Context: an optimization exercise on an open-source flow, tuned for small area, a short achievable clock period and few clock cycles. The choices shown serve that exercise and are no tape-out recipe.
No run shown here included a check of the RTL's function; only the layout flow was run.

===== flow/run.sh =====
#!/bin/bash
# Layout flow: the standard synthesis, then the standard layout with
# the timing repair told to keep a setup margin, so that it closes the design
# at a shorter period than the 20 ns constraint. Each step's full output goes
# to a log file of its own here.
set -euo pipefail
MARGIN=14.8
bash standard.sh synth > synth.log 2>&1
bash standard.sh SETUP_SLACK_MARGIN=$MARGIN finish > layout.log 2>&1

===== standard.sh =====
#!/bin/bash
# synth_recipe.tcl (not shown) runs the flow's synth.tcl, then flattens the netlist and writes it again
# the make line also repeats each setting of config.mk as NAME=value (left out here)
make -C /OpenROAD-flow-scripts/flow DESIGN_CONFIG=/design/flow/config.mk WORK_HOME=/design/flow/orfs CLKGATE_MAP_FILE= SYNTH_SCRIPT=/design/flow/synth_recipe.tcl "${@:-finish}"

===== config.mk =====
export PLATFORM = sky130hd
export DESIGN_NAME = sha256_v2
export DESIGN_NICKNAME = sha256_v2
export VERILOG_FILES = /design/flow/design.v
export SDC_FILE = /design/flow/constraint.sdc
export NUM_CORES = 8
export LEC_CHECK = 0
export CAP_MARGIN = 20
export CORE_MARGIN = 2
export CORE_UTILIZATION = 40
export SLEW_MARGIN = 20

===== constraint.sdc =====
create_clock -name core_clock -period 20.0 [get_ports {i_clk}]
set_input_delay 4.0000 -clock core_clock [delete_from_list [all_inputs] [get_ports {i_clk}]]
set_output_delay 4.0000 -clock core_clock [all_outputs]
set_load 0.01 [all_outputs]

===== design.v =====
module sha256_counter_data_v2 (
    input wire        i_clk,
    input wire        i_rst,
    input wire        clr_data,
    input wire        cnt_data_en,
    output reg [4:0]  counter_data
);
    always @(posedge i_clk or negedge i_rst) begin
        if (!i_rst) begin
            counter_data <= 0;
        end else begin
            if (clr_data) counter_data <= 0;
            else if (cnt_data_en) counter_data <= counter_data + 5'd1;
            else counter_data <= counter_data;
        end
    end
endmodule
module sha256_counter_i_v2 (
    input wire        i_clk,
    input wire        i_rst,
    input wire        clr_i,
    input wire        cnt_i_en,
    output reg [7:0]  i
);
    always @(posedge i_clk or negedge i_rst) begin
        if (!i_rst) begin
            i <= 0;
        end else begin
            if (clr_i) i <= 0;
            else if (cnt_i_en) i <= i + 8'd1;
            else i <= i;
        end
    end
endmodule
module sha256_counter_j_v2 (
    input wire        i_clk,
    input wire        i_rst,
    input wire        clr_j,
    input wire        cnt_j_en,
    output reg [6:0]  j
);
    always @(posedge i_clk or negedge i_rst) begin
        if (!i_rst) begin
            j <= 0;
        end else begin
            if (clr_j) j <= 0;
            else if (cnt_j_en) j <= j + 7'd1;
            else j <= j;
        end
    end
endmodule
module sha256_functions_v2 (
    input  wire [5:0]  j,
    output wire [31:0] k_j
);
    assign k_j   = func_k(j);
    function [31:0] func_k;
        input [5:0] j;
        begin
            case (j)
                6'd0:  func_k = 32'h428a2f98;
                6'd1:  func_k = 32'h71374491;
                6'd2:  func_k = 32'hb5c0fbcf;
                6'd3:  func_k = 32'he9b5dba5;
                6'd4:  func_k = 32'h3956c25b;
                6'd5:  func_k = 32'h59f111f1;
                6'd6:  func_k = 32'h923f82a4;
                6'd7:  func_k = 32'hab1c5ed5;
                6'd8:  func_k = 32'hd807aa98;
                6'd9:  func_k = 32'h12835b01;
                6'd10:  func_k = 32'h243185be;
                6'd11:  func_k = 32'h550c7dc3;
                6'd12:  func_k = 32'h72be5d74;
                6'd13:  func_k = 32'h80deb1fe;
                6'd14:  func_k = 32'h9bdc06a7;
                6'd15:  func_k = 32'hc19bf174;
                6'd16:  func_k = 32'he49b69c1;
                6'd17:  func_k = 32'hefbe4786;
                6'd18:  func_k = 32'h0fc19dc6;
                6'd19:  func_k = 32'h240ca1cc;
                6'd20:  func_k = 32'h2de92c6f;
                6'd21:  func_k = 32'h4a7484aa;
                6'd22:  func_k = 32'h5cb0a9dc;
                6'd23:  func_k = 32'h76f988da;
                6'd24:  func_k = 32'h983e5152;
                6'd25:  func_k = 32'ha831c66d;
                6'd26:  func_k = 32'hb00327c8;
                6'd27:  func_k = 32'hbf597fc7;
                6'd28:  func_k = 32'hc6e00bf3;
                6'd29:  func_k = 32'hd5a79147;
                6'd30:  func_k = 32'h06ca6351;
                6'd31:  func_k = 32'h14292967;
                6'd32:  func_k = 32'h27b70a85;
                6'd33:  func_k = 32'h2e1b2138;
                6'd34:  func_k = 32'h4d2c6dfc;
                6'd35:  func_k = 32'h53380d13;
                6'd36:  func_k = 32'h650a7354;
                6'd37:  func_k = 32'h766a0abb;
                6'd38:  func_k = 32'h81c2c92e;
                6'd39:  func_k = 32'h92722c85;
                6'd40:  func_k = 32'ha2bfe8a1;
                6'd41:  func_k = 32'ha81a664b;
                6'd42:  func_k = 32'hc24b8b70;
                6'd43:  func_k = 32'hc76c51a3;
                6'd44:  func_k = 32'hd192e819;
                6'd45:  func_k = 32'hd6990624;
                6'd46:  func_k = 32'hf40e3585;
                6'd47:  func_k = 32'h106aa070;
                6'd48:  func_k = 32'h19a4c116;
                6'd49:  func_k = 32'h1e376c08;
                6'd50:  func_k = 32'h2748774c;
                6'd51:  func_k = 32'h34b0bcb5;
                6'd52:  func_k = 32'h391c0cb3;
                6'd53:  func_k = 32'h4ed8aa4a;
                6'd54:  func_k = 32'h5b9cca4f;
                6'd55:  func_k = 32'h682e6ff3;
                6'd56:  func_k = 32'h748f82ee;
                6'd57:  func_k = 32'h78a5636f;
                6'd58:  func_k = 32'h84c87814;
                6'd59:  func_k = 32'h8cc70208;
                6'd60:  func_k = 32'h90befffa;
                6'd61:  func_k = 32'ha4506ceb;
                6'd62:  func_k = 32'hbef9a3f7;
                default:func_k = 32'hc67178f2;
            endcase
        end
    endfunction
endmodule
module sha256_padding_v2_top (
    input  wire [31:0] i_word,
    input  wire [4:0]  i_bit_miss,    
    input  wire [16:0] i_len,
    input  wire        i_full,
    input  wire        i_bnd,
    input  wire        i_p31,
    input  wire        i_len_here,
    output wire [31:0] o_word
);
    wire [31:0] mask_b = {32{1'b1}} << i_bit_miss;
    wire [31:0] pad_b  = (mask_b >> 1) & ~mask_b;         
    wire [31:0] keep   = {32{i_full}} | ({32{i_bnd}} & mask_b);
    assign o_word = (i_word & keep)
                  | ({32{i_bnd}} & pad_b)
                  | {i_p31, 31'd0}
                  | ({32{i_len_here}} & {15'd0, i_len});
endmodule
module sha256_scheduler_v2 (
    input  wire [31:0] w0,
    input  wire [31:0] w1,
    input  wire [31:0] w9,
    input  wire [31:0] w14,
    output wire [31:0] w_new
);
    wire [31:0] sg0 = {w1[6:0], w1[31:7]} ^ {w1[17:0], w1[31:18]} ^ (w1 >> 3);
    wire [31:0] sg1 = {w14[16:0], w14[31:17]} ^ {w14[18:0], w14[31:19]} ^ (w14 >> 10);
    wire [31:0] y1s = w0 ^ w9 ^ sg0;
    wire [31:0] y1c = {(w0[30:0] & w9[30:0]) | (w0[30:0] & sg0[30:0]) | (w9[30:0] & sg0[30:0]), 1'b0};
    wire [31:0] y2s = y1s ^ y1c ^ sg1;
    wire [31:0] y2c = {(y1s[30:0] & y1c[30:0]) | (y1s[30:0] & sg1[30:0]) | (y1c[30:0] & sg1[30:0]), 1'b0};
    assign w_new = y2s + y2c;
endmodule
module sha256_v2(
    input wire i_clk,
    input wire i_rst,
    input wire i_write,
    input wire [7:0] i_N,
    input wire [8:0] i_bit_miss,
    input wire i_read,
    input wire [31:0] i_data,
    output reg [31:0] o_data,    
    output reg o_done
);
    localparam [255:0] IV = {32'h6a09e667, 32'hbb67ae85, 32'h3c6ef372, 32'ha54ff53a,
                             32'h510e527f, 32'h9b05688c, 32'h1f83d9ab, 32'h5be0cd19};
    reg        wr_r;         
    reg        rd_r;         
    reg [7:0]  n_r;          
    reg [8:0]  bm_r;         
    reg [16:0] len_r;        
    reg [6:0]  t;            
    reg        padblk;       
    reg [7:0]  blk;          
    reg        last_r;       
    reg        ro_en;        
    reg [2:0]  rc;           
    reg        c_full;       
    reg        c_bnd;        
    reg        c_p31;        
    reg        c_len;        
    wire first    = (blk == 8'd0) & ~padblk;
    wire last     = last_r & ~padblk;
    wire need_pad = (bm_r <= 9'd64);
    wire t_lo     = ~t[6] & ~t[5] & ~t[4];           
    wire rnd_en   = t_lo ? (wr_r | padblk) : ~t[6];   
    wire t64      = t[6];
    wire fin      = t64 & (padblk | (last & ~need_pad));
    wire ring_add = t64 | (t[5] & t[4] & t[3] & t[2] & (t[1] | t[0]));  
    wire iv_ld    = (t == 7'd0) & first & ~wr_r;
    wire rot      = ro_en & rd_r & (rc != 3'd7);
    wire [6:0] t_nx      = rnd_en ? t + 7'd1 : (t64 ? 7'd0 : t);
    wire       padblk_nx = t64 ? (~fin & (last | padblk)) : padblk;
    wire [7:0] blk_nx    = ~t64 ? blk : (fin ? 8'd0 : (last ? blk : blk + 8'd1));
    wire       last_nx   = (i_N == blk_nx + 8'd1);
    wire [3:0] k_nx   = t_nx[3:0];
    wire       lo_nx  = ~t_nx[6] & ~t_nx[5] & ~t_nx[4];
    wire       actl_nx = lo_nx & last_nx & ~padblk_nx;
    wire       actp_nx = lo_nx & padblk_nx;
    wire [3:0] q_in   = i_bit_miss[8:5];
    wire [4:0] s_in   = i_bit_miss[4:0];
    wire [3:0] kb_in  = ~q_in;                       
    always @(posedge i_clk or negedge i_rst) begin
        if (!i_rst) begin
            wr_r   <= 1'b0;
            t      <= 7'd0;
            padblk <= 1'b0;
            blk    <= 8'd0;
            last_r <= 1'b0;
            ro_en  <= 1'b0;
            rc     <= 3'd0;
            o_done <= 1'b0;
            c_full <= 1'b1;
            c_bnd  <= 1'b0;
            c_p31  <= 1'b0;
            c_len  <= 1'b0;
        end else begin
            wr_r   <= i_write;
            t      <= t_nx;
            padblk <= padblk_nx;
            blk    <= blk_nx;
            last_r <= last_nx;
            ro_en  <= fin | (ro_en & (t == 7'd0));
            o_done <= (t == 7'd63) & ~(last & need_pad);
            if (fin) rc <= 3'd0;
            else if (rot) rc <= rc + 3'd1;
            c_full <= ~actp_nx & (~actl_nx | (k_nx < kb_in));
            c_bnd  <= actl_nx & (k_nx == kb_in);
            c_p31  <= (actl_nx & (k_nx == kb_in + 4'd1) & (q_in != 4'd0) & (s_in == 5'd0)) |
                      (actp_nx & (k_nx == 4'd0) & (i_bit_miss == 9'd0));
            c_len  <= (k_nx == 4'd15) & (actp_nx | (actl_nx & (i_bit_miss > 9'd64)));
        end
    end
    always @(posedge i_clk) begin
        rd_r  <= i_read;
        n_r   <= i_N;
        bm_r  <= i_bit_miss;
        len_r <= {n_r, 9'd0} - {8'd0, bm_r};
    end
    reg [31:0] W [0:15];
    wire [31:0] wt;       
    wire [31:0] w_new;
    sha256_padding_v2_top u_pad (
        .i_word(W[15]),
        .i_bit_miss(bm_r[4:0]),
        .i_len(len_r),
        .i_full(c_full),
        .i_bnd(c_bnd),
        .i_p31(c_p31),
        .i_len_here(c_len),
        .o_word(wt)
    );
    sha256_scheduler_v2 u_sched (
        .w0(W[0]), .w1(W[1]), .w9(W[9]), .w14(W[14]),
        .w_new(w_new)
    );
    wire w15_sched = rnd_en & (t >= 7'd15) & (t <= 7'd62);
    integer i;
    always @(posedge i_clk) begin
        if (rnd_en) begin
            for (i = 0; i < 14; i = i + 1) W[i] <= W[i+1];
            W[14] <= wt;
        end
        W[15] <= w15_sched ? w_new : i_data;
    end
    reg [31:0] a, b, c, d, e, f, g, hk;
    reg [31:0] HA0, HA1, HA2, HA3, HE0, HE1, HE2, HE3;
    wire [31:0] kc_nx;
    sha256_functions_v2 u_k (.j(t_nx[5:0]), .k_j(kc_nx));
    wire [31:0] s0  = {a[1:0], a[31:2]} ^ {a[12:0], a[31:13]} ^ {a[21:0], a[31:22]};
    wire [31:0] s1  = {e[5:0], e[31:6]} ^ {e[10:0], e[31:11]} ^ {e[24:0], e[31:25]};
    wire [31:0] ch  = (e & f) ^ (~e & g);
    wire [31:0] maj = (a & b) | (a & c) | (b & c);
    wire [31:0] p_s = hk ^ wt ^ ch;
    wire [31:0] p_c = {(hk[30:0] & wt[30:0]) | (hk[30:0] & ch[30:0]) | (wt[30:0] & ch[30:0]), 1'b0};
    wire [31:0] m_s = s1 ^ s0 ^ maj;
    wire [31:0] m_c = {(s1[30:0] & s0[30:0]) | (s1[30:0] & maj[30:0]) | (s0[30:0] & maj[30:0]), 1'b0};
    wire [31:0] ea_s = p_s ^ p_c ^ d;
    wire [31:0] ea_c = {(p_s[30:0] & p_c[30:0]) | (p_s[30:0] & d[30:0]) | (p_c[30:0] & d[30:0]), 1'b0};
    wire [31:0] eb_s = ea_s ^ ea_c ^ s1;
    wire [31:0] eb_c = {(ea_s[30:0] & ea_c[30:0]) | (ea_s[30:0] & s1[30:0]) | (ea_c[30:0] & s1[30:0]), 1'b0};
    wire [31:0] aa_s = p_s ^ p_c ^ m_s;
    wire [31:0] aa_c = {(p_s[30:0] & p_c[30:0]) | (p_s[30:0] & m_s[30:0]) | (p_c[30:0] & m_s[30:0]), 1'b0};
    wire [31:0] ab_s = aa_s ^ aa_c ^ m_c;
    wire [31:0] ab_c = {(aa_s[30:0] & aa_c[30:0]) | (aa_s[30:0] & m_c[30:0]) | (aa_c[30:0] & m_c[30:0]), 1'b0};
    wire [31:0] a_new = ab_s + ab_c;
    wire [31:0] e_new = eb_s + eb_c;
    reg [31:0] iva, ive;
    always @(*) begin
        case (t[1:0])
            2'd0: begin iva = IV[255:224]; ive = IV[127:96]; end
            2'd1: begin iva = IV[159:128]; ive = IV[31:0];   end
            2'd2: begin iva = IV[191:160]; ive = IV[63:32];  end
            default: begin iva = IV[223:192]; ive = IV[95:64]; end
        endcase
    end
    wire [31:0] add_a = (first ? iva : HA3) + a;
    wire [31:0] add_e = (first ? ive : HE3) + e;
    wire [31:0] hk_nx = (t64 ? HE2 : g) + kc_nx;
    always @(posedge i_clk) begin
        if (iv_ld) begin
            a <= IV[255:224]; b <= IV[223:192]; c <= IV[191:160]; d <= IV[159:128];
            e <= IV[127:96];  f <= IV[95:64];   g <= IV[63:32];   hk <= IV[31:0] + 32'h428a2f98;
        end else if (t64) begin
            a <= add_a; b <= HA0; c <= HA1; d <= HA2;
            e <= add_e; f <= HE0; g <= HE1; hk <= hk_nx;
        end else if (rnd_en) begin
            a <= a_new; b <= a; c <= b; d <= c;
            e <= e_new; f <= e; g <= f; hk <= hk_nx;
        end
    end
    always @(posedge i_clk) begin
        if (ring_add) begin
            HA0 <= add_a; HA1 <= HA0; HA2 <= HA1; HA3 <= HA2;
            HE0 <= add_e; HE1 <= HE0; HE2 <= HE1; HE3 <= HE2;
        end else if (rot) begin
            HA0 <= HA1; HA1 <= HA2; HA2 <= HA3; HA3 <= HE0;
            HE0 <= HE1; HE1 <= HE2; HE2 <= HE3;
        end
    end
    always @(posedge i_clk) o_data <= HA0;
endmodule

==> impl_results.md, run 1 <==
- Remaining DRCs: 0
- Final Cell Area: approximately 0.073 mm²
- Syn_nets: 6,437
- Clock Skews: roughly 0.071 ns
- Row cnt: between 100 and 150
- Ys async rst share: 0.0242
- CTS tree: done
- Clock Path Buffers: 3
- Net count reported at finish: roughly 6,600
- Clock Sinks: 1,118
- Clk latency of the worst-skew pair: roughly 0.79 ns
- Hold Crit Class: reg -> reg
- Distinct cell type count after synthesis: about 100
- Routed Wire Length: roughly 210 mm
- Fill cells: 13,797
- Syn_area_per_cell: 10.4 µm²
- Final ANT Viol Nets: 0
- Register area: between 0.02 and 0.03 mm²
- CTS Buf Count: between 100 and 150
- Multiplexer share of the synthesized area: 0.0155
- CTS clk-pin slew, worst paths: around 0.070 ns
- CP startpoint kind: register
- Largest net degree at the start of global routing: between 150 and 200
- Final setup violation count: 0
- FF-to-FF path depth: 24
- Slew margin rel.: 0.224
- P&R area growth vs syn: 19.4%
- Critical Path AT: approximately 6.6 ns
- Status: no timing/DRC/antenna violations
- # port buffers: 85
- Fin. Hold Viols: 0
- Final GP Congestion: 0.980
- Worst Path Required: just over 20 ns
- Post-synth top area cell: edfxtp_1
- Setup TNS: 0 ns
- Io pins: between 80 and 90
- Dpl hpwl: roughly 150 mm
- Cells taking the most area after synthesis: edfxtp_1 (36%), dfxtp_1 (12%), fa_1 (8.1%), nand2_1 (7.2%), ha_1 (4.8%)
- Post-synth top area share: 0.360
- FMAX: 171 MHz
- Pre-Repair DR Iteration Count: 6
- GR Util All Layers: 0.258
- Via density: 5.68
- Unrepaired setup endpoints after global routing: true
- First-pass GRT wire length: ~300 mm
- CP endpoint kind: register
- Post-CTS Hold Buffers: 0
- Multi-input combinational cell area: around 0.032 mm²
- Initial antenna violation count: 9
- Placed inst area: ~0.064 mm²
- Syn. warnings: 4
- Placed Cells: approximately 7,700
- Core area: approximately 0.15 mm²
- Core Util, Final: 0.482
- Max Cap Viol: 0
- Die width: between 300 and 400 µm
- Initial DRC count: about 4,800
- Post-synthesis adder-cell area fraction: 0.129
- Die height: ~400 µm
- Htree depth: 3
- Full die area: around 0.16 mm²
- Register bit total from synthesis: ~1,100
- Worst Tran Pin Value: around 1.2 ns
- Share of layout cells above drive strength 1: 0.169
- Vias in the first global route: 44,656
- Number of synthesized flops with an enable pin: ~740
- Post-synthesis sequential area ratio: 0.487
- Post-Synth XOR/XNOR Area: 0.0637
- Largest family of logic cells by synthesized area: compound AO/OA/AOI/OAI gates
- Synthesized cell area: 0.0614 mm²
- Max-slew violations: 0
- Average wire per standard cell: around 26 µm
- Compound-Gate Fraction of Synth Area: 0.143
- Root Driver: clkbuf_16
- Ys flop type: edfxtp_1
- Fin crit share: 0.293
- Kind of critical path: reg -> reg
- Synth Area in Simple Gates: 0.120
- Post-Layout Cell Count: 8,208
- Hold Crit Depth: 0
- Mapped Cells: about 5,900
- Vias: around 47,000
- Worst-path fanout max: 4
- Clock period minus final worst setup slack: a little under 6 ns
- Overflow after GRT: 0
- Starting Density: 0.403
==> synth_stat cells (66+ instances only) <==
| cell type | count |
|---|---|
| clkbuf_1 | 291 |
| mux2_2 | 66 |
| ha_1 | 234 |
| fa_1 | 249 |
| inv_1 | 326 |
| xor2_1 | 154 |
| nand2_1 | 1179 |
| a22oi_1 | 90 |
| xnor2_1 | 293 |
| a21o_1 | 125 |
| nor2_1 | 235 |
| nor3_1 | 79 |
| edfxtp_1 | 736 |
| o21ai_0 | 284 |
| dfxtp_1 | 355 |
| a21oi_1 | 321 |
| a221oi_1 | 116 |
==> cells in the final DEF (no fill, tap or decap), types with 53 or more instances in the layout <==
cell       netlist  routed
nand3_1         60      57
dfxtp_1        355     337
nor3_1          79      66
mux2_2          66      65
a22oi_1         90      88
nor2_1         235     205
buf_4            1     234
inv_1          326     301
a21oi_1        321     288
ha_1           234     173
a221oi_1       116     109
xnor2_1        293     282
a21o_1         125     125
nand2_1       1179    1146
edfxtp_1       736     736
xor2_1         154     147
fa_1           249     242
clkbuf_16        0     126
o21ai_1         25      53
o21ai_0        284     220
==> flip-flops by register name (all words and copies together), names as in the netlist, 9 cells and up <==
signal / cells
HE1: 32
f: 32
HA2: 32
a: 32
HE2: 32
HE3: 32
g: 32
o_data: 32
HA3: 32
c: 32
e: 32
bm_r: 9
HA1: 32
hk: 32
HE0: 32
b: 32
W: 512
d: 32
HA0: 32
len_r: 17
==> metrics by stage <==
step,worst slack [ns],hold slack (ns)
2_1_floorplan,14.64,0.370
3_3_place_gp,11.76,0.392
3_5_place_dp,11.65,0.396
4_1_cts,14.24,0.371
5_1_grt,13.93,0.371
6_report,14.15,0.377
==> area by class of cell <==
class | instances | share of cell area
antenna | 4 | 0.000136
timing repair buffer | 389 | 0.0519
inverter | 333 | 0.0186
timing repair inverter | 2 | 0.000273
clock inverter | 72 | 0.0123
clock buffer | 150 | 0.0435
multi-input combinational | 4110 | 0.431
sequential | 1118 | 0.408
tap | 2030 | 0.0346
==> routing by layer <==
layer  share of wire  vias up  track usage
li1                -    21064            -
met1            0.42    23345        0.351
met2            0.47     1793        0.413
met3           0.073      387       0.0425
met4           0.041       14       0.0976
met5         0.00048        -            0
==> cells by family after synthesis <==
family          Yosys count
compound gates         1333
xor+xnor                447
fa+ha+maj               484
buf+inv                 673
flops                  1118
mux                      87
simple gates           1759
==> path summary, 6_finish.rpt <==
check                                     from                  end  slack (ns)
hold reg to reg            W[13][14]$_DFFE_PN_  W[12][14]$_DFFE_PN_        0.38
setup reg to reg               c_bnd$_DFF_PN0_   e[31]$_SDFFE_PP0P_       14.15
setup / recovery               c_bnd$_DFF_PN0_   e[31]$_SDFFE_PP0P_       14.15
max in group asynchronous                i_rst     c_full$_DFF_PN1_       16.02
min in group asynchronous                i_rst     blk[1]$_DFF_PN0_        3.63
hold / removal             W[13][14]$_DFFE_PN_  W[12][14]$_DFFE_PN_        0.38
==> timing repair <==
action                                  CTS  global route
pin swaps                               125           178
buffers inserted                        126           100
gates resized for setup                 560           298
endpoints found under the setup margin  472           166
gates cloned                              8             8
==> critical path, cell delays in order (launching register included) <==
cell	delay, ns
dfrtp_4	0.51
nor2b_4	0.17
nand2_4	0.11
nor2_4	0.04
o21ai_2	0.15
nand3_4	0.25
fa_2	0.64
inv_2	0.04
fa_1	0.45
fa_1	0.52
inv_1	0.05
ha_2	0.20
inv_2	0.06
fa_2	0.23
nor2b_4	0.05
o31a_1	0.32
o21ai_4	0.26
nand4_1	0.23
a221oi_2	0.28
buf_4	0.17
o21bai_4	0.09
o311ai_4	0.34
a21oi_2	0.12
mux2_4	0.32
a221oi_2	0.23
==> inputs of run 2 (changes only) <==
--- a/config.mk
+++ b/config.mk
@@ -7,5 +7,5 @@
 export LEC_CHECK = 0
 export CAP_MARGIN = 20
 export CORE_MARGIN = 2
-export CORE_UTILIZATION = 40
+export CORE_UTILIZATION = 60
 export SLEW_MARGIN = 20
==> run 2 against run 1 <==
  * Non-clock buffer count decreased by 45
  * Largest cell class unchanged
  * Register-to-register slack got worse by 0.13 ns
  * Final area down 3.2%
  * Core utilization up 22 points
  * Still clean
==> impl_results.md, run 2 <==
- Post-synth top area cell: edfxtp_1 (unchanged)
- Max Cap Viol: 0 (unchanged)
- Synthesized cell area: 0.0614 mm² (unchanged)
- FMAX: 167 MHz (was 171 MHz)
- Die width: 324 µm (was 396 µm)
- Routed Wire Length: 200 mm (was 210 mm)
- Commonest non-fill, non-tap cell in the layout: nand2_1 (unchanged)
- Clock Skews: 0.0757 ns (was 0.0707 ns)
- Crit Reg-Reg Endpoint: e[31]$_SDFFE_PP0P_ (unchanged)
- Critical R2R Launch: c_bnd$_DFF_PN0_ (unchanged)
- Post-CTS Hold Buffers: 0 (unchanged)
- Number of synthesized flops with an enable pin: 736 (unchanged)
- First-pass GRT wire length: 289 mm (was 301 mm)
- Fin crit share: 0.299 (was 0.293)
- Met2 wire len: 90.8 mm (was 98.0 mm)
- FF-to-FF path depth: 22 (was 24)
- Dpl hpwl: 137 mm (was 145 mm)
- Average wire per standard cell: 26.7 µm (was 25.6 µm)
- Post-synthesis sequential area ratio: 0.487 (unchanged)
- Unrepaired setup endpoints after global routing: true (unchanged)
- Starting Density: 0.605 (was 0.403)
- Final ANT Viol Nets: 0 (unchanged)
- Largest net degree at the start of global routing: 217 (was 199)
- Slew margin rel.: 0.260 (was 0.224)
- Initial DRC count: 5,566 (was 4,801)
- Root Driver: clkbuf_16 (unchanged)
- GR Util All Layers: 0.375 (was 0.258)
- CP endpoint kind: register (unchanged)
- Register bit total from synthesis: 1,118 (unchanged)
- Worst Hold End: o_data[0]$_DFF_P_ (was W[12][14]$_DFFE_PN_)
- Hold Crit Depth: 0 (unchanged)
- # port buffers: 85 (unchanged)
- Worst Path Required: 20.63 ns (was 20.70 ns)
- Mapped Cells: 5,901 (unchanged)
- Setup TNS: 0 ns (unchanged)
- Clock period minus final worst setup slack: 5.99 ns (was 5.85 ns)
- Via density: 6.31 (was 5.68)
- Status: no timing/DRC/antenna violations (unchanged)
- Max FFs per register: 512 (unchanged)
- Overflow after GRT: 0 (unchanged)
- Fin. Hold Viols: 0 (unchanged)
- Ys flop type: edfxtp_1 (unchanged)
- M1 WL: 78.0 mm (was 87.9 mm)
- Uppermost routed layer: met5 (unchanged)
- Final setup violation count: 0 (unchanged)
- Clock Sinks: 1,118 (unchanged)
- Vias: 47,268 (was 46,603)
- Net count reported at finish: 6,558 (was 6,607)
- Max-slew violations: 0 (unchanged)
- Syn. warnings: 4 (unchanged)
- Met3 WL: 20.2 mm (was 15.3 mm)
- Share of layout cells above drive strength 1: 0.150 (was 0.169)
- Die height: 324 µm (was 396 µm)
- Clk latency of the worst-skew pair: 0.76 ns (was 0.79 ns)
- Critical Path AT: 6.62 ns (was 6.55 ns)
- Io pins: 86 (unchanged)
- Cells taking the most area after synthesis: edfxtp_1 (36%), dfxtp_1 (12%), fa_1 (8.1%), nand2_1 (7.2%), ha_1 (4.8%) (unchanged)
- CTS tree: done (unchanged)
- Final GP Congestion: 0.996 (was 0.980)
- Core area: 0.102 mm² (was 0.152 mm²)
- Hold Crit Class: reg -> reg (unchanged)
- Distinct cell type count after synthesis: 102 (unchanged)
- P&R area growth vs syn: 15.6% (was 19.4%)
- CTS Buf Count: 113 (was 117)
- Ys async rst share: 0.0242 (unchanged)
- Core Util, Final: 0.699 (was 0.482)
- Initial antenna violation count: 10 (was 9)
- Syn_area_per_cell: 10.4 µm² (unchanged)
- Full die area: 0.105 mm² (was 0.157 mm²)
- Most common cell in the netlist: nand2_1 (unchanged)
- Syn_nets: 6,437 (unchanged)
- Kind of critical path: reg -> reg (unchanged)
- Post-synth top area share: 0.360 (unchanged)
- Most flops, register: W (unchanged)
- Pre-Repair DR Iteration Count: 6 (unchanged)
- Hold path startpoint: HA0[0]$_DFFE_PP_ (was W[13][14]$_DFFE_PN_)
- Post-synth top cells: nand2_1 (1,179), edfxtp_1 (736), dfxtp_1 (355) (unchanged)
- Most frequent cells in the layout: nand2_1 (1,154), edfxtp_1 (736), dfxtp_1 (345) (was nand2_1 (1,146), edfxtp_1 (736), dfxtp_1 (337))
- Remaining DRCs: 0 (unchanged)
- CP startpoint kind: register (unchanged)
- Htree depth: 3 (unchanged)
- Vias in the first global route: 44,608 (was 44,656)
- Worst-path fanout max: 5 (was 4)
- Clock Path Buffers: 3 (unchanged)
- Worst Tran Pin Value: 1.11 ns (was 1.16 ns)
- CTS clk-pin slew, worst paths: 0.06 ns (was 0.07 ns)
- R2R Setup Slk: 14.01 ns (was 14.15 ns)
- Row cnt: 117 (was 143)
[run 2: cell counts after synthesis]
Identical to the previous run, type by type.
[run 2: timing repair]
item,CTS,global route
resized for setup,492,222
buffers inserted,118,75
endpoints found under the setup margin,309,80
pin swaps,126,178
hold endpoints to repair,0,0
gates cloned,10,2
[run 2: cells by family after synthesis]
group	share of synthesized area
simple gates	0.120
compound gates	0.143
flops	0.487
buf+inv	0.0418
fa+ha+maj	0.129
xor+xnor	0.0637
mux	0.0155
[run 2: worst max-delay path by stage]
stage	from	to	cells after the start
2_1_floorplan	bm_r[1]$_DFF_P_	e[31]$_SDFFE_PP0P_	25
3_3_place_gp	t[6]$_DFF_PN0_	hk[31]$_SDFFE_PP1P_	24
3_5_place_dp	t[6]$_DFF_PN0_	hk[31]$_SDFFE_PP1P_	26
4_1_cts	bm_r[0]$_DFF_P_	e[31]$_SDFFE_PP0P_	23
5_1_grt	bm_r[0]$_DFF_P_	e[31]$_SDFFE_PP0P_	23
6_report	c_bnd$_DFF_PN0_	e[31]$_SDFFE_PP0P_	22
[run 2: critical path, stage by stage, from the launching register on]
cell	delay (ns)
dfrtp_4	0.48
nor2b_4	0.17
nand2b_4	0.12
buf_4	0.13
nor2_1	0.04
o22ai_1	0.18
nand2_2	0.22
fa_2	0.66
inv_2	0.07
fa_2	0.53
fa_1	0.41
inv_1	0.07
ha_2	0.29
o211ai_1	0.33
a2111oi_4	0.15
o21ai_4	0.13
nand4_1	0.27
a221oi_2	0.39
o21bai_2	0.16
o311ai_4	0.39
a21oi_2	0.12
mux2_4	0.32
a221oi_2	0.22
[run 2: per-stage QoR]
stage	cells	setup WS [ns]	cell area [µm²]	hold WS, ns
3_3_place_gp	7069	12.21	63200	0.393
3_5_place_dp	7069	12.05	63200	0.393
2_1_floorplan	5901	14.64	61500	0.370
5_1_grt	7488	13.94	71000	0.398
4_1_cts	7410	14.09	69500	0.396
6_report	7491	14.01	71000	0.404
[run 2: final cells by class]
class	count	area [µm²]
Multi-Input combinational cell	4112	31000
Fill cell	7576	30600
Sequential cell	1118	29900
Timing Repair Buffer	344	3230
Clock buffer	159	3120
Tap cell	1368	1710
Inverter	333	1340
Clock inverter	54	622
Antenna cell	3	7.51
[run 2: routing by layer]
layer | GRT usage | up-vias
met1 | 0.510 | 23185
met2 | 0.579 | 2561
met3 | 0.0753 | 530
li1 | - | 20978
met4 | 0.183 | 14
met5 | 0 | -
==> inputs of run 3 (changes only) <==
--- a/design.v
+++ b/design.v
@@ -127,22 +127,26 @@
     endfunction
 endmodule
 module sha256_padding_v2_top (
-    input  wire [31:0] i_word,
-    input  wire [4:0]  i_bit_miss,    
-    input  wire [16:0] i_len,
-    input  wire        i_full,
-    input  wire        i_bnd,
-    input  wire        i_p31,
-    input  wire        i_len_here,
-    output wire [31:0] o_word
+    input  wire [3:0]  i_k,
+    input  wire        i_last,       
+    input  wire        i_padblk,     
+    input  wire [8:0]  i_bit_miss,
+    input  wire [16:0] i_len,        
+    output wire [31:0] o_keep,
+    output wire [31:0] o_set
 );
-    wire [31:0] mask_b = {32{1'b1}} << i_bit_miss;
-    wire [31:0] pad_b  = (mask_b >> 1) & ~mask_b;         
-    wire [31:0] keep   = {32{i_full}} | ({32{i_bnd}} & mask_b);
-    assign o_word = (i_word & keep)
-                  | ({32{i_bnd}} & pad_b)
-                  | {i_p31, 31'd0}
-                  | ({32{i_len_here}} & {15'd0, i_len});
+    wire [3:0] q  = i_bit_miss[8:5];
+    wire [4:0] s  = i_bit_miss[4:0];
+    wire [3:0] kb = ~q;                           
+    wire full = ~i_padblk & (~i_last | (i_k < kb));
+    wire bnd  = i_last & (i_k == kb);
+    wire p31  = (i_last & (i_k == kb + 4'd1) & (q != 4'd0) & (s == 5'd0)) |
+                (i_padblk & (i_k == 4'd0) & (i_bit_miss == 9'd0));
+    wire lenw = (i_k == 4'd15) & (i_padblk | (i_last & (i_bit_miss > 9'd64)));
+    wire [31:0] mask_b = {32{1'b1}} << s;
+    wire [31:0] pad_b  = (mask_b >> 1) & ~mask_b;    
+    assign o_keep = {32{full}} | ({32{bnd}} & mask_b);
+    assign o_set  = ({32{bnd}} & pad_b) | {p31, 31'd0} | ({32{lenw}} & {15'd0, i_len});
 endmodule
 module sha256_scheduler_v2 (
     input  wire [31:0] w0,
@@ -167,7 +171,7 @@
     input wire [8:0] i_bit_miss,
     input wire i_read,
     input wire [31:0] i_data,
-    output reg [31:0] o_data,    
+    output reg [31:0] o_data,
     output reg o_done
 );
     localparam [255:0] IV = {32'h6a09e667, 32'hbb67ae85, 32'h3c6ef372, 32'ha54ff53a,
@@ -183,10 +187,8 @@
     reg        last_r;       
     reg        ro_en;        
     reg [2:0]  rc;           
-    reg        c_full;       
-    reg        c_bnd;        
-    reg        c_p31;        
-    reg        c_len;        
+    reg [31:0] keep_r;       
+    reg [31:0] set_r;        
     wire first    = (blk == 8'd0) & ~padblk;
     wire last     = last_r & ~padblk;
     wire need_pad = (bm_r <= 9'd64);
@@ -196,68 +198,53 @@
     wire fin      = t64 & (padblk | (last & ~need_pad));
     wire ring_add = t64 | (t[5] & t[4] & t[3] & t[2] & (t[1] | t[0]));  
     wire iv_ld    = (t == 7'd0) & first & ~wr_r;
-    wire rot      = ro_en & rd_r & (rc != 3'd7);
     wire [6:0] t_nx      = rnd_en ? t + 7'd1 : (t64 ? 7'd0 : t);
     wire       padblk_nx = t64 ? (~fin & (last | padblk)) : padblk;
     wire [7:0] blk_nx    = ~t64 ? blk : (fin ? 8'd0 : (last ? blk : blk + 8'd1));
     wire       last_nx   = (i_N == blk_nx + 8'd1);
-    wire [3:0] k_nx   = t_nx[3:0];
-    wire       lo_nx  = ~t_nx[6] & ~t_nx[5] & ~t_nx[4];
-    wire       actl_nx = lo_nx & last_nx & ~padblk_nx;
-    wire       actp_nx = lo_nx & padblk_nx;
-    wire [3:0] q_in   = i_bit_miss[8:5];
-    wire [4:0] s_in   = i_bit_miss[4:0];
-    wire [3:0] kb_in  = ~q_in;                       
+    wire       lo_nx     = ~t_nx[6] & ~t_nx[5] & ~t_nx[4];
+    wire [31:0] keep_nx, set_nx;
+    sha256_padding_v2_top u_pad (
+        .i_k(t_nx[3:0]),
+        .i_last(lo_nx & last_nx & ~padblk_nx),
+        .i_padblk(lo_nx & padblk_nx),
+        .i_bit_miss(i_bit_miss),
+        .i_len(len_r),
+        .o_keep(keep_nx),
+        .o_set(set_nx)
+    );
     always @(posedge i_clk or negedge i_rst) begin
         if (!i_rst) begin
             wr_r   <= 1'b0;
             t      <= 7'd0;
             padblk <= 1'b0;
             blk    <= 8'd0;
-            last_r <= 1'b0;
             ro_en  <= 1'b0;
-            rc     <= 3'd0;
             o_done <= 1'b0;
-            c_full <= 1'b1;
-            c_bnd  <= 1'b0;
-            c_p31  <= 1'b0;
-            c_len  <= 1'b0;
         end else begin
             wr_r   <= i_write;
             t      <= t_nx;
             padblk <= padblk_nx;
             blk    <= blk_nx;
-            last_r <= last_nx;
             ro_en  <= fin | (ro_en & (t == 7'd0));
             o_done <= (t == 7'd63) & ~(last & need_pad);
-            if (fin) rc <= 3'd0;
-            else if (rot) rc <= rc + 3'd1;
-            c_full <= ~actp_nx & (~actl_nx | (k_nx < kb_in));
-            c_bnd  <= actl_nx & (k_nx == kb_in);
-            c_p31  <= (actl_nx & (k_nx == kb_in + 4'd1) & (q_in != 4'd0) & (s_in == 5'd0)) |
-                      (actp_nx & (k_nx == 4'd0) & (i_bit_miss == 9'd0));
-            c_len  <= (k_nx == 4'd15) & (actp_nx | (actl_nx & (i_bit_miss > 9'd64)));
         end
     end
     always @(posedge i_clk) begin
-        rd_r  <= i_read;
-        n_r   <= i_N;
-        bm_r  <= i_bit_miss;
-        len_r <= {n_r, 9'd0} - {8'd0, bm_r};
+        rd_r   <= i_read;
+        n_r    <= i_N;
+        bm_r   <= i_bit_miss;
+        len_r  <= {n_r, 9'd0} - {8'd0, bm_r};
+        last_r <= last_nx;
+        keep_r <= keep_nx;
+        set_r  <= set_nx;
+        if (fin) rc <= 3'd0;
+        else if (ro_en & rd_r & (rc != 3'd7)) rc <= rc + 3'd1;
     end
     reg [31:0] W [0:15];
     wire [31:0] wt;       
     wire [31:0] w_new;
-    sha256_padding_v2_top u_pad (
-        .i_word(W[15]),
-        .i_bit_miss(bm_r[4:0]),
-        .i_len(len_r),
-        .i_full(c_full),
-        .i_bnd(c_bnd),
-        .i_p31(c_p31),
-        .i_len_here(c_len),
-        .o_word(wt)
-    );
+    assign wt = (W[15] & keep_r) | set_r;
     sha256_scheduler_v2 u_sched (
         .w0(W[0]), .w1(W[1]), .w9(W[9]), .w14(W[14]),
         .w_new(w_new)
@@ -305,26 +292,44 @@
     wire [31:0] add_a = (first ? iva : HA3) + a;
     wire [31:0] add_e = (first ? ive : HE3) + e;
     wire [31:0] hk_nx = (t64 ? HE2 : g) + kc_nx;
-    always @(posedge i_clk) begin
+    reg [31:0] a_o, b_o, c_o, d_o, e_o, f_o, g_o, hk_o;
+    always @(*) begin
         if (iv_ld) begin
-            a <= IV[255:224]; b <= IV[223:192]; c <= IV[191:160]; d <= IV[159:128];
-            e <= IV[127:96];  f <= IV[95:64];   g <= IV[63:32];   hk <= IV[31:0] + 32'h428a2f98;
+            a_o = IV[255:224]; b_o = IV[223:192]; c_o = IV[191:160]; d_o = IV[159:128];
+            e_o = IV[127:96];  f_o = IV[95:64];   g_o = IV[63:32];   hk_o = IV[31:0] + 32'h428a2f98;
         end else if (t64) begin
-            a <= add_a; b <= HA0; c <= HA1; d <= HA2;
-            e <= add_e; f <= HE0; g <= HE1; hk <= hk_nx;
-        end else if (rnd_en) begin
+            a_o = add_a; b_o = HA0; c_o = HA1; d_o = HA2;
+            e_o = add_e; f_o = HE0; g_o = HE1; hk_o = hk_nx;
+        end else begin
+            a_o = a; b_o = b; c_o = c; d_o = d;
+            e_o = e; f_o = f; g_o = g; hk_o = hk;
+        end
+    end
+    always @(posedge i_clk) begin
+        if (rnd_en) begin
             a <= a_new; b <= a; c <= b; d <= c;
             e <= e_new; f <= e; g <= f; hk <= hk_nx;
+        end else begin
+            a <= a_o; b <= b_o; c <= c_o; d <= d_o;
+            e <= e_o; f <= f_o; g <= g_o; hk <= hk_o;
         end
     end
     always @(posedge i_clk) begin
         if (ring_add) begin
             HA0 <= add_a; HA1 <= HA0; HA2 <= HA1; HA3 <= HA2;
             HE0 <= add_e; HE1 <= HE0; HE2 <= HE1; HE3 <= HE2;
-        end else if (rot) begin
-            HA0 <= HA1; HA1 <= HA2; HA2 <= HA3; HA3 <= HE0;
-            HE0 <= HE1; HE1 <= HE2; HE2 <= HE3;
         end
     end
-    always @(posedge i_clk) o_data <= HA0;
+    always @(posedge i_clk) begin
+        case (rc)
+            3'd0: o_data <= HA0;
+            3'd1: o_data <= HA1;
+            3'd2: o_data <= HA2;
+            3'd3: o_data <= HA3;
+            3'd4: o_data <= HE0;
+            3'd5: o_data <= HE1;
+            3'd6: o_data <= HE2;
+            default: o_data <= HE3;
+        endcase
+    end
 endmodule
--- a/config.mk
+++ b/config.mk
@@ -7,5 +7,5 @@
 export LEC_CHECK = 0
 export CAP_MARGIN = 20
 export CORE_MARGIN = 2
-export CORE_UTILIZATION = 60
+export CORE_UTILIZATION = 40
 export SLEW_MARGIN = 20
==> run 3 against run 2 <==
  * Final cell count grew 4.1%
  * Area after synthesis increased by 2.4%
  * Clock-buffer cell count is 19 higher
  * Core utilization is 22 points lower
  * Global-route usage decreased by 12 points
  * Final area rose by 5.1%
  * Clock skew is 0.031 ns lower
  * Sequential share of layout area increased by 2.9 points
  * Largest cell class is now sequential cells
==> impl_results.md, run 3 <==
- Status: no timing/DRC/antenna violations (unchanged)
- Clock Skews: 0.0443 ns (was 0.0757 ns)
- Cells taking the most area after synthesis: edfxtp_1 (47%), fa_1 (7.9%), dfxtp_1 (5.3%), ha_1 (4.5%), xnor2_1 (4.2%) (was edfxtp_1 (36%), dfxtp_1 (12%), fa_1 (8.1%), nand2_1 (7.2%), ha_1 (4.8%))
- Initial DRC count: 5,745 (was 5,566)
- Hold Crit Class: reg -> reg (unchanged)
- Commonest non-fill, non-tap cell in the layout: edfxtp_1 (was nand2_1)
- Net count reported at finish: 6,160 (was 6,558)
- P&R area growth vs syn: 18.7% (was 15.6%)
- Core area: 0.156 mm² (was 0.102 mm²)
- Share of layout cells above drive strength 1: 0.169 (was 0.150)
- Vias: 45,299 (was 47,268)
- CP startpoint kind: register (unchanged)
- CTS tree: done (unchanged)
- Final setup violation count: 0 (unchanged)
- GR Util All Layers: 0.251 (was 0.375)
- Fill cells: 13,893 (was 7,576)
- Post-synthesis sequential area ratio: 0.534 (was 0.487)
- Clock Path Buffers: 3 (unchanged)
- Max FFs per register: 512 (unchanged)
- Ys flop type: edfxtp_1 (unchanged)
- Worst Path Required: 20.52 ns (was 20.63 ns)
- Core Util, Final: 0.478 (was 0.699)
- Via density: 5.81 (was 6.31)
- Register bit total from synthesis: 1,178 (was 1,118)
- Kind of critical path: reg -> reg (unchanged)
- Most common cell in the netlist: edfxtp_1 (was nand2_1)
- Max Cap Viol: 0 (unchanged)
- Final GP Congestion: 0.963 (was 0.996)
- Most flops, register: W (unchanged)
- Mapped Cells: 5,381 (was 5,901)
- Ys async rst share: 0.0161 (was 0.0242)
- Syn_nets: 5,910 (was 6,437)
- Setup TNS: 0 ns (unchanged)
- First-pass GRT wire length: 297 mm (was 289 mm)
- Post-synth top cells: edfxtp_1 (992), nand2_1 (425), nor2_1 (420) (was nand2_1 (1,179), edfxtp_1 (736), dfxtp_1 (355))
- Final Cell Area: 0.0746 mm² (was 0.0710 mm²)
- Multi-input combinational cell area: 0.0289 mm² (was 0.0310 mm²)
- Post-Layout Cell Count: 7,799 (was 7,491)
- Post-synth top area cell: edfxtp_1 (unchanged)
- Most frequent cells in the layout: edfxtp_1 (992), nand2_1 (408), nor2_1 (402) (was nand2_1 (1,154), edfxtp_1 (736), dfxtp_1 (345))
- Worst-path fanout max: 3 (was 5)
- Post-synth top area share: 0.474 (was 0.360)
- Row cnt: 145 (was 117)
- CTS Buf Count: 133 (was 113)
- Die width: 400 µm (was 324 µm)
- Placed Cells: 7,297 (was 7,069)
- Max-slew violations: 0 (unchanged)
- Register area: 0.0336 mm² (was 0.0299 mm²)
- Average wire per standard cell: 26.7 µm (about the same)
- Unrepaired setup endpoints after global routing: true (unchanged)
- Clock period minus final worst setup slack: 5.44 ns (was 5.99 ns)
- CTS clk-pin slew, worst paths: 0.07 ns (was 0.06 ns)
- Fin. Hold Viols: 0 (unchanged)
- Worst Tran Pin Value: 1.22 ns (was 1.11 ns)
- Final ANT Viol Nets: 0 (unchanged)
- Full die area: 0.160 mm² (was 0.105 mm²)
- Synthesized cell area: 0.0629 mm² (was 0.0614 mm²)
- Initial antenna violation count: 7 (was 10)
- FMAX: 184 MHz (was 167 MHz)
- Placed inst area: 0.0659 mm² (was 0.0632 mm²)
- CP endpoint kind: register (unchanged)
- Overflow after GRT: 0 (unchanged)
- Distinct cell type count after synthesis: 92 (was 102)
- Dpl hpwl: 143 mm (was 137 mm)
- Slew margin rel.: 0.184 (was 0.260)
- Die height: 400 µm (was 324 µm)
- Routed Wire Length: 208 mm (was 200 mm)
- Pre-Repair DR Iteration Count: 7 (was 6)
- Syn. warnings: 4 (unchanged)
- Largest net degree at the start of global routing: 209 (was 217)
- Critical Path AT: 5.96 ns (was 6.62 ns)
- Vias in the first global route: 43,389 (was 44,608)
- Io pins: 86 (unchanged)
- Clock Sinks: 1,178 (was 1,118)
- Root Driver: clkbuf_16 (unchanged)
- # port buffers: 85 (unchanged)
- Htree depth: 4 (was 3)
- Remaining DRCs: 0 (unchanged)
- Syn_area_per_cell: 11.7 µm² (was 10.4 µm²)
- Starting Density: 0.403 (was 0.605)
- Fin crit share: 0.272 (was 0.299)
- Clk latency of the worst-skew pair: 0.79 ns (was 0.76 ns)
- Number of synthesized flops with an enable pin: 992 (was 736)
## run 3: changes by cell type after synthesis, sizes merged, moves of 14 or more
cell    before  now
inv        332  346
a21oi      323  387
a222oi       2   62
dfxtp      355  167
o21ai      310  330
edfxtp     736  992
a21o       125  166
mux2i       21   50
clkbuf     291  246
a22oi       90    4
nor2       236  421
a221oi     118   16
nand2     1179  425
## run 3: kinds of logic (layout without fill, tap and decap cells)
kind of cell,after synthesis,after routing,share of synthesized area
other,0,7,0
and+or+nand+nor,1193,1200,0.0847
AOI/OAI and AO/OA,1326,1326,0.135
DFF,1178,1178,0.534
buffers and inverters,644,990,0.0391
xor gates and xnor gates,452,452,0.0630
adders and majority gates,477,477,0.125
muxes,111,111,0.0189
## run 3: final cells by class
type | instances | area share
antenna | 7 | 0.000235
clock buffer | 178 | 0.0475
clock inverter | 60 | 0.00950
inverter | 347 | 0.0187
multi-input combinational | 3566 | 0.388
sequential | 1178 | 0.451
tap | 2058 | 0.0345
timing repair buffer | 400 | 0.0505
timing repair inverter | 5 | 0.000637
## run 3: path summary, 6_finish.rpt
| path | from | to | slack (ns) | cells after the start |
|---|---|---|---|---|
| setup / recovery | e[26]$_DFFE_PP_ | a[30]$_DFFE_PP_ | 14.56 | 18 |
| hold reg to reg | bm_r[0]$_DFF_P_ | len_r[0]$_DFF_P_ | 0.37 | 0 |
| max in group asynchronous | i_rst | t[1]$_DFF_PN0_ | 16.38 | 1 |
| hold / removal | bm_r[0]$_DFF_P_ | len_r[0]$_DFF_P_ | 0.37 | 0 |
| min in group asynchronous | i_rst | blk[3]$_DFF_PN0_ | 3.18 | 1 |
| setup reg to reg | e[26]$_DFFE_PP_ | a[30]$_DFFE_PP_ | 14.56 | 18 |
## run 3: repair_timing
item | 4_1_cts | 5_1_grt
setup buffers | 142 | 92
hold endpoints to repair | 0 | 0
gates resized for setup | 473 | 213
pin swaps | 108 | 99
hold buffers | 0 | 0
setup endpoints to repair | 325 | 155
gates cloned | 12 | 10
## run 3: metal layers
metal / vias up / GRT usage / wire [µm]
met5: - / 0 / 13
met1: 22695 / 0.344 / 84900
met3: 478 / 0.0386 / 17100
li1: 19899 / - / -
met4: 2 / 0.116 / 10800
met2: 2225 / 0.393 / 95600
## run 3: worst max-delay path, stage by stage (launching register included)
cell       delay, ns
edfxtp_1        0.53
xnor2_2         0.34
xnor2_2         0.20
inv_2           0.08
fa_1            0.56
inv_1           0.06
fa_2            0.34
fa_1            0.46
ha_2            0.20
fa_2            0.38
a211oi_4        0.28
o211ai_1        0.20
a31oi_2         0.30
a21oi_4         0.14
a221o_1         0.42
a41oi_2         0.20
mux2i_1         0.21
o2111ai_1       0.13
o21a_1          0.16
## run 3: metrics by stage
step                      hold WS, ns  setup WS, ns
after floorplan                 0.351         12.51
after global placement          0.365         12.26
after detailed placement        0.363         12.59
after CTS                       0.374         14.62
after global routing            0.379         14.38
final                           0.375         14.56
==> inputs of run 4 (changes only) <==
--- a/config.mk
+++ b/config.mk
@@ -5,6 +5,7 @@
 export SDC_FILE = /design/flow/constraint.sdc
 export NUM_CORES = 8
 export LEC_CHECK = 0
+export ABC_CLOCK_PERIOD_IN_PS = 4000
 export CAP_MARGIN = 20
 export CORE_MARGIN = 2
 export CORE_UTILIZATION = 40
==> run 4 against run 3 <==
  * Via count did not move
  * Synthesized cell count unchanged
  * Global-route usage is the same
  * Critical path type unchanged
  * Largest cell class unchanged
  * Highest routed layer unchanged
==> impl_results.md, run 4 <==
- Final setup violation count: 0 (unchanged)
- Final ANT Viol Nets: 0 (unchanged)
- Fin crit share: 0.272 (unchanged)
- Syn_nets: 5,910 (unchanged)
- Clock Sinks: 1,178 (unchanged)
- Post-synth top area share: 0.474 (unchanged)
- Max Cap Viol: 0 (unchanged)
- Post-synth top area cell: edfxtp_1 (unchanged)
- CTS Buf Count: 133 (unchanged)
- Most common cell in the netlist: edfxtp_1 (unchanged)
- Syn_area_per_cell: 11.7 µm² (unchanged)
- Ys flop type: edfxtp_1 (unchanged)
- First-pass GRT wire length: 297 mm (unchanged)
- Hold Crit Depth: 0 (unchanged)
- CP startpoint kind: register (unchanged)
- Critical Path AT: 5.96 ns (about the same)
- Final GP Congestion: 0.963 (unchanged)
- Dpl hpwl: 143 mm (unchanged)
- Register bit total from synthesis: 1,178 (unchanged)
- Clock Path Buffers: 3 (unchanged)
- Post-synth top cells: edfxtp_1 (992), nand2_1 (425), nor2_1 (420) (unchanged)
- Worst Path Required: 20.52 ns (about the same)
- P&R area growth vs syn: 18.7% (unchanged)
- Unrepaired setup endpoints after global routing: true (unchanged)
- Root Driver: clkbuf_16 (unchanged)
- Setup TNS: 0 ns (unchanged)
- Pre-Repair DR Iteration Count: 7 (unchanged)
- Kind of critical path: reg -> reg (unchanged)
- FMAX: 184 MHz (unchanged)
- Io pins: 86 (unchanged)
- Net count reported at finish: 6,160 (unchanged)
- Remaining DRCs: 0 (unchanged)
- Worst-path fanout max: 3 (unchanged)
- Cells taking the most area after synthesis: edfxtp_1 (47%), fa_1 (7.9%), dfxtp_1 (5.3%), ha_1 (4.5%), xnor2_1 (4.2%) (unchanged)
- Htree depth: 4 (unchanged)
- Syn. warnings: 4 (unchanged)
- Average wire per standard cell: 26.7 µm (unchanged)
- Initial antenna violation count: 7 (unchanged)
- Via density: 5.81 (unchanged)
- Fill cells: 13,893 (unchanged)
- Clock Skews: 0.0443 ns (unchanged)
- Slew margin rel.: 0.184 (unchanged)
- Grt peak-use layer: met2 (unchanged)
- Routed Wire Length: 208 mm (unchanged)
- Worst setup margin: 14.56 ns (unchanged)
- Core area: 0.156 mm² (unchanged)
- Largest net degree at the start of global routing: 209 (unchanged)
- M3 GR Usage: 0.0386 (unchanged)
- Full die area: 0.160 mm² (unchanged)
- Clk latency of the worst-skew pair: 0.79 ns (about the same)
- Worst Tran Pin Value: 1.22 ns (unchanged)
- GR Util met1: 0.344 (unchanged)
- Vias: 45,299 (unchanged)
- GR Util All Layers: 0.251 (unchanged)
- GR Util met2: 0.393 (unchanged)
- Synthesized cell area: 0.0629 mm² (unchanged)
- Number of synthesized flops with an enable pin: 992 (unchanged)
- Clock period minus final worst setup slack: 5.44 ns (unchanged)
- Mapped Cells: 5,381 (unchanged)
- Distinct cell type count after synthesis: 92 (unchanged)
- Dpl ws: 12.59 ns (unchanged)
- Vias in the first global route: 43,389 (unchanged)
- Die width: 400 µm (unchanged)
- Starting Density: 0.403 (unchanged)
- Fin. Hold Viols: 0 (unchanged)
- Most frequent cells in the layout: edfxtp_1 (992), nand2_1 (408), nor2_1 (402) (unchanged)
- CTS tree: done (unchanged)
- Row cnt: 145 (unchanged)
- FF-to-FF path depth: 18 (unchanged)
- Die height: 400 µm (unchanged)
- Most flops, register: W (unchanged)
- Post-CTS Hold Buffers: 0 (unchanged)
- Initial DRC count: 5,745 (unchanged)
- Status: no timing/DRC/antenna violations (unchanged)
- Max-slew violations: 0 (unchanged)
- CP endpoint kind: register (unchanged)
- Post-synthesis sequential area ratio: 0.534 (unchanged)
- Overflow after GRT: 0 (unchanged)
- Commonest non-fill, non-tap cell in the layout: edfxtp_1 (unchanged)
- Ys async rst share: 0.0161 (unchanged)
- Share of layout cells above drive strength 1: 0.169 (unchanged)
- Max FFs per register: 512 (unchanged)
- # port buffers: 85 (unchanged)
- Hold Crit Class: reg -> reg (unchanged)
- CTS clk-pin slew, worst paths: 0.07 ns (about the same)
run 4: what timing repair did:
item / CTS / global route
pin swaps: 108 / 99
setup buffers: 142 / 92
cloned: 12 / 10
setup endpoints to repair: 325 / 155
resized for setup: 473 / 213
run 4: logic make-up (layout without fill, tap and decap cells):
logic type / Yosys count / count (layout) / share of synthesized area
DFF: 1178 / 1178 / 0.534
AOI/OAI and AO/OA: 1326 / 1326 / 0.135
adders and majority gates: 477 / 477 / 0.125
buffers and inverters: 644 / 990 / 0.0391
muxes: 111 / 111 / 0.0189
xor gates and xnor gates: 452 / 452 / 0.0630
and+or+nand+nor: 1193 / 1200 / 0.0847
other: 0 / 7 / 0
run 4: critical path, stage by stage (launching register included):
cell and delay (ns):
edfxtp_1 0.53, xnor2_2 0.34, xnor2_2 0.20, inv_2 0.08
fa_1 0.56, inv_1 0.06, fa_2 0.34, fa_1 0.46
ha_2 0.20, fa_2 0.38, a211oi_4 0.28, o211ai_1 0.20
a31oi_2 0.30, a21oi_4 0.14, a221o_1 0.42, a41oi_2 0.20
mux2i_1 0.21, o2111ai_1 0.13, o21a_1 0.16
run 4: final timing paths:
path / start / endpoint / slack (ns)
hold reg to reg: bm_r[0]$_DFF_P_ / len_r[0]$_DFF_P_ / 0.37
hold / removal: bm_r[0]$_DFF_P_ / len_r[0]$_DFF_P_ / 0.37
setup reg to reg: e[26]$_DFFE_PP_ / a[30]$_DFFE_PP_ / 14.56
max in group asynchronous: i_rst / t[1]$_DFF_PN0_ / 16.38
setup / recovery: e[26]$_DFFE_PP_ / a[30]$_DFFE_PP_ / 14.56
min in group asynchronous: i_rst / blk[3]$_DFF_PN0_ / 3.18
run 4: cell type report:
cell class	instances	area, µm²	share of cell area
repair buffers	400	3770	0.0505
well taps	2058	2570	0.0345
clock inverters	60	709	0.00950
clock buffers	178	3550	0.0475
diodes	7	17.5	0.000235
inverters	347	1400	0.0187
repair inverters	5	47.5	0.000637
multi-input cells	3566	28900	0.388
flip-flops and latches	1178	33600	0.451
run 4: through the flow:
stage | instance area (µm²) | hold slack, ns | util | cells
6_report | 74600 | 0.375 | 0.478 | 7799
4_1_cts | 72700 | 0.374 | 0.465 | 7689
5_1_grt | 74600 | 0.379 | 0.478 | 7792
3_3_place_gp | 65900 | 0.365 | 0.422 | 7296
3_5_place_dp | 65900 | 0.363 | 0.422 | 7297
2_1_floorplan | 63100 | 0.351 | - | 5381
run 4: layer usage:
metal | share of wire | up-vias
li1 | - | 19899
met1 | 0.41 | 22695
met2 | 0.46 | 2225
met3 | 0.082 | 478
met4 | 0.052 | 2
met5 | 0.000062 | -
==> inputs of run 5 (changes only) <==
--- a/design.v
+++ b/design.v
@@ -292,26 +292,16 @@
     wire [31:0] add_a = (first ? iva : HA3) + a;
     wire [31:0] add_e = (first ? ive : HE3) + e;
     wire [31:0] hk_nx = (t64 ? HE2 : g) + kc_nx;
-    reg [31:0] a_o, b_o, c_o, d_o, e_o, f_o, g_o, hk_o;
-    always @(*) begin
+    always @(posedge i_clk) begin
         if (iv_ld) begin
-            a_o = IV[255:224]; b_o = IV[223:192]; c_o = IV[191:160]; d_o = IV[159:128];
-            e_o = IV[127:96];  f_o = IV[95:64];   g_o = IV[63:32];   hk_o = IV[31:0] + 32'h428a2f98;
+            a <= IV[255:224]; b <= IV[223:192]; c <= IV[191:160]; d <= IV[159:128];
+            e <= IV[127:96];  f <= IV[95:64];   g <= IV[63:32];   hk <= IV[31:0] + 32'h428a2f98;
         end else if (t64) begin
-            a_o = add_a; b_o = HA0; c_o = HA1; d_o = HA2;
-            e_o = add_e; f_o = HE0; g_o = HE1; hk_o = hk_nx;
-        end else begin
-            a_o = a; b_o = b; c_o = c; d_o = d;
-            e_o = e; f_o = f; g_o = g; hk_o = hk;
-        end
-    end
-    always @(posedge i_clk) begin
-        if (rnd_en) begin
+            a <= add_a; b <= HA0; c <= HA1; d <= HA2;
+            e <= add_e; f <= HE0; g <= HE1; hk <= hk_nx;
+        end else if (rnd_en) begin
             a <= a_new; b <= a; c <= b; d <= c;
             e <= e_new; f <= e; g <= f; hk <= hk_nx;
-        end else begin
-            a <= a_o; b <= b_o; c <= c_o; d <= d_o;
-            e <= e_o; f <= f_o; g <= g_o; hk <= hk_o;
         end
     end
     always @(posedge i_clk) begin
--- a/config.mk
+++ b/config.mk
@@ -5,7 +5,6 @@
 export SDC_FILE = /design/flow/constraint.sdc
 export NUM_CORES = 8
 export LEC_CHECK = 0
-export ABC_CLOCK_PERIOD_IN_PS = 4000
 export CAP_MARGIN = 20
 export CORE_MARGIN = 2
 export CORE_UTILIZATION = 40
==> run 5 against run 4 <==
  * Still clean
  * Final cell count grew 4.8%
  * Via count grew 5.7%
  * Die area shrank 0.14%
  * Worst setup slack gained 0.0058 ns
  * Core utilization shrank 0.29 points
  * Register-to-register slack is essentially flat
  * Global-route usage grew 2.3 points
  * Area after synthesis shrank 0.14%
  * Synthesized cell count grew 9.4%
  * Clock-buffer cell count shrank 6
  * Highest routed layer unchanged
==> impl_results.md, run 5 <==
- Most common cell in the netlist: edfxtp_1 (unchanged)
- GR Util All Layers: 0.274 (was 0.251)
- Post-synth top area cell: edfxtp_1 (unchanged)
- R2R Setup Slk: 14.56 ns (about the same)
- Vias in the first global route: 45,818 (was 43,389)
- Setup TNS: 0 ns (unchanged)
- Average wire per standard cell: 27.5 µm (was 26.7 µm)
- Routed Wire Length: 225 mm (was 208 mm)
- Clock Path Buffers: 3 (unchanged)
- Root Driver: clkbuf_16 (unchanged)
- Status: no timing/DRC/antenna violations (unchanged)
- Remaining DRCs: 0 (unchanged)
- Final GP Congestion: 0.992 (was 0.963)
- P&R area growth vs syn: 18.0% (was 18.7%)
- Clock Skews: 0.0614 ns (was 0.0443 ns)
- Die height: 400 µm (about the same)
- Fin. Hold Viols: 0 (unchanged)
- Clk latency of the worst-skew pair: 0.80 ns (was 0.79 ns)
- FF-to-FF path depth: 25 (was 18)
- Die width: 400 µm (about the same)
- Critical Path AT: 6.05 ns (was 5.96 ns)
- Unrepaired setup endpoints after global routing: true (unchanged)
- Htree depth: 4 (unchanged)
- Post-synth top cells: edfxtp_1 (736), nand2_1 (699), a21oi_1 (436) (was edfxtp_1 (992), nand2_1 (425), nor2_1 (420))
- Vias: 47,878 (was 45,299)
- Hold path startpoint: bm_r[0]$_DFF_P_ (unchanged)
- Fill cells: 14,177 (was 13,893)
- Net count reported at finish: 6,549 (was 6,160)
- Dpl hpwl: 156 mm (was 143 mm)
- Worst setup margin: 14.56 ns (about the same)
- Core area: 0.156 mm² (about the same)
- Worst-path fanout max: 8 (was 3)
- Clock period minus final worst setup slack: 5.44 ns (about the same)
- Kind of critical path: reg -> reg (unchanged)
- Worst Tran Pin Value: 1.30 ns (was 1.22 ns)
- Fin crit share: 0.272 (about the same)
- Most frequent cells in the layout: edfxtp_1 (736), nand2_1 (683), a21oi_1 (417) (was edfxtp_1 (992), nand2_1 (408), nor2_1 (402))
- First-pass GRT wire length: 321 mm (was 297 mm)
- # port buffers: 85 (unchanged)
- Syn_nets: 6,424 (was 5,910)
- Final ANT Viol Nets: 0 (unchanged)
- Hold Crit Class: reg -> reg (unchanged)
- Full die area: 0.160 mm² (about the same)
- Ys async rst share: 0.0161 (unchanged)
- Slew margin rel.: 0.136 (was 0.184)
- Mapped Cells: 5,885 (was 5,381)
run 5: cell types whose count changed after synthesis, moves of 18 or more:
cell	previous run	this run
o211ai_1	39	73
edfxtp_1	992	736
o21ai_0	323	377
nor2_1	420	350
nand3_1	66	145
dfxtp_1	167	423
a211oi_1	44	62
a21oi_1	387	436
nand2_1	425	699
clkbuf_1	245	304
run 5: per-layer routing:
layer	global-route usage	routed length, µm
met1	0.361	89300
met2	0.416	99400
met3	0.0637	21400
met4	0.151	14700
met5	0	198
run 5: cell families after synthesis:
group / share of synthesized area
muxes: 0.0175
buffers and inverters: 0.0414
xor gates and xnor gates: 0.0626
adders and majority gates: 0.127
AOI/OAI and AO/OA: 0.154
and+or+nand+nor: 0.103
DFF: 0.494
run 5: how the worst max path moves through the flow:
stage	startpoint	to	cells after the start
floorplan	t[4]$_DFF_PN0_	W[15][15]$_DFF_P_	7
global placement	t[4]$_DFF_PN0_	hk[30]$_SDFFE_PP0P_	22
detailed placement	padblk$_DFF_PN0_	hk[30]$_SDFFE_PP0P_	22
CTS	o_done$_DFF_PN0_	o_done	1
global route	t[5]$_DFF_PN0_	hk[30]$_SDFFE_PP0P_	24
finish	t[5]$_DFF_PN0_	hk[30]$_SDFFE_PP0P_	25
run 5: per-stage QoR:
stage          cell area (µm²)  cells  hold slack, ns   util
3_5_place_dp             65900   7754           0.377  0.422
6_report                 74100   8177           0.387  0.475
3_3_place_gp             65900   7754           0.376  0.422
4_1_cts                  72800   8125           0.386  0.466
2_1_floorplan            63300   5885           0.360      -
5_1_grt                  74100   8173           0.400  0.475
run 5: worst max-delay path: stages (launching register included):
cell	delay (ns)
dfrtp_2	0.44
or4_4	0.59
nor2_4	0.10
a21oi_2	0.04
nor2_2	0.15
buf_12	0.17
clkinv_8	0.07
ha_4	0.22
ha_4	0.22
buf_6	0.13
a221oi_4	0.27
a21oi_1	0.10
nor2_1	0.14
a31oi_2	0.08
ha_1	0.36
o21a_1	0.20
o31a_1	0.12
o41a_1	0.36
or4_4	0.43
a32oi_2	0.24
a21oi_2	0.10
a211oi_2	0.23
buf_4	0.16
o21bai_1	0.08
xnor2_1	0.12
o21ai_0	0.08
run 5: final cells by class:
cell class                 count  area [µm²]  area share
clock buffer                 172        3580      0.0483
timing repair buffer         335        3250      0.0439
sequential                  1178       31200       0.421
tap                         2058        2570      0.0348
clock inverter                66         818      0.0110
multi-input combinational   4025       31300       0.422
antenna                        4        10.0    0.000135
inverter                     337        1340      0.0180
timing repair inverter         2        17.5    0.000236
run 5: what timing repair did:
item | CTS | global route
gates cloned | 14 | 4
buffers inserted | 119 | 44
setup endpoints to repair | 180 | 142
hold buffers | 0 | 0
gates resized for setup | 529 | 214
pin swaps | 70 | 93

afterwards: timing with drivers on the ports:
The results above use ideal ports. As a check the final layouts listed here were re-extracted and re-timed, cells and wires unchanged.
Step 1 (the two cells are an assumption about what drives the block):
set clk [get_ports {i_clk}]
set_driving_cell -lib_cell sky130_fd_sc_hd__clkbuf_16 $clk
set_driving_cell -lib_cell sky130_fd_sc_hd__buf_2 [delete_from_list [all_inputs] $clk]
Step 2 adds t to the input delays and takes it off the output delays; t is the mean of the earliest and latest rising clock arrival at the registers after step 1. Input paths then give back, and output paths get back, about the clock's delay inside the block.
a / b / c = ideal / step 1 / step 2; a / b = the first two.
run | t, ns | slack for setup (ns) | worst register clock-pin slew, ns | worst data-port slew with drivers (ns)
run 1 | 0.828 | 14.146 / 14.146 / 14.070 | 0.07 / 0.07 | 0.07
run 2 | 0.789 | 14.015 / 14.015 / 14.015 | 0.07 / 0.07 | 0.05
run 3 | 0.847 | 14.555 / 14.555 / 13.873 | 0.07 / 0.07 | 0.06
run 4 | 0.847 | 14.555 / 14.555 / 13.873 | 0.07 / 0.07 | 0.06
run 5 | 0.858 | 14.561 / 14.561 / 13.955 | 0.07 / 0.07 | 0.08
After both steps every run listed still meets setup and hold.
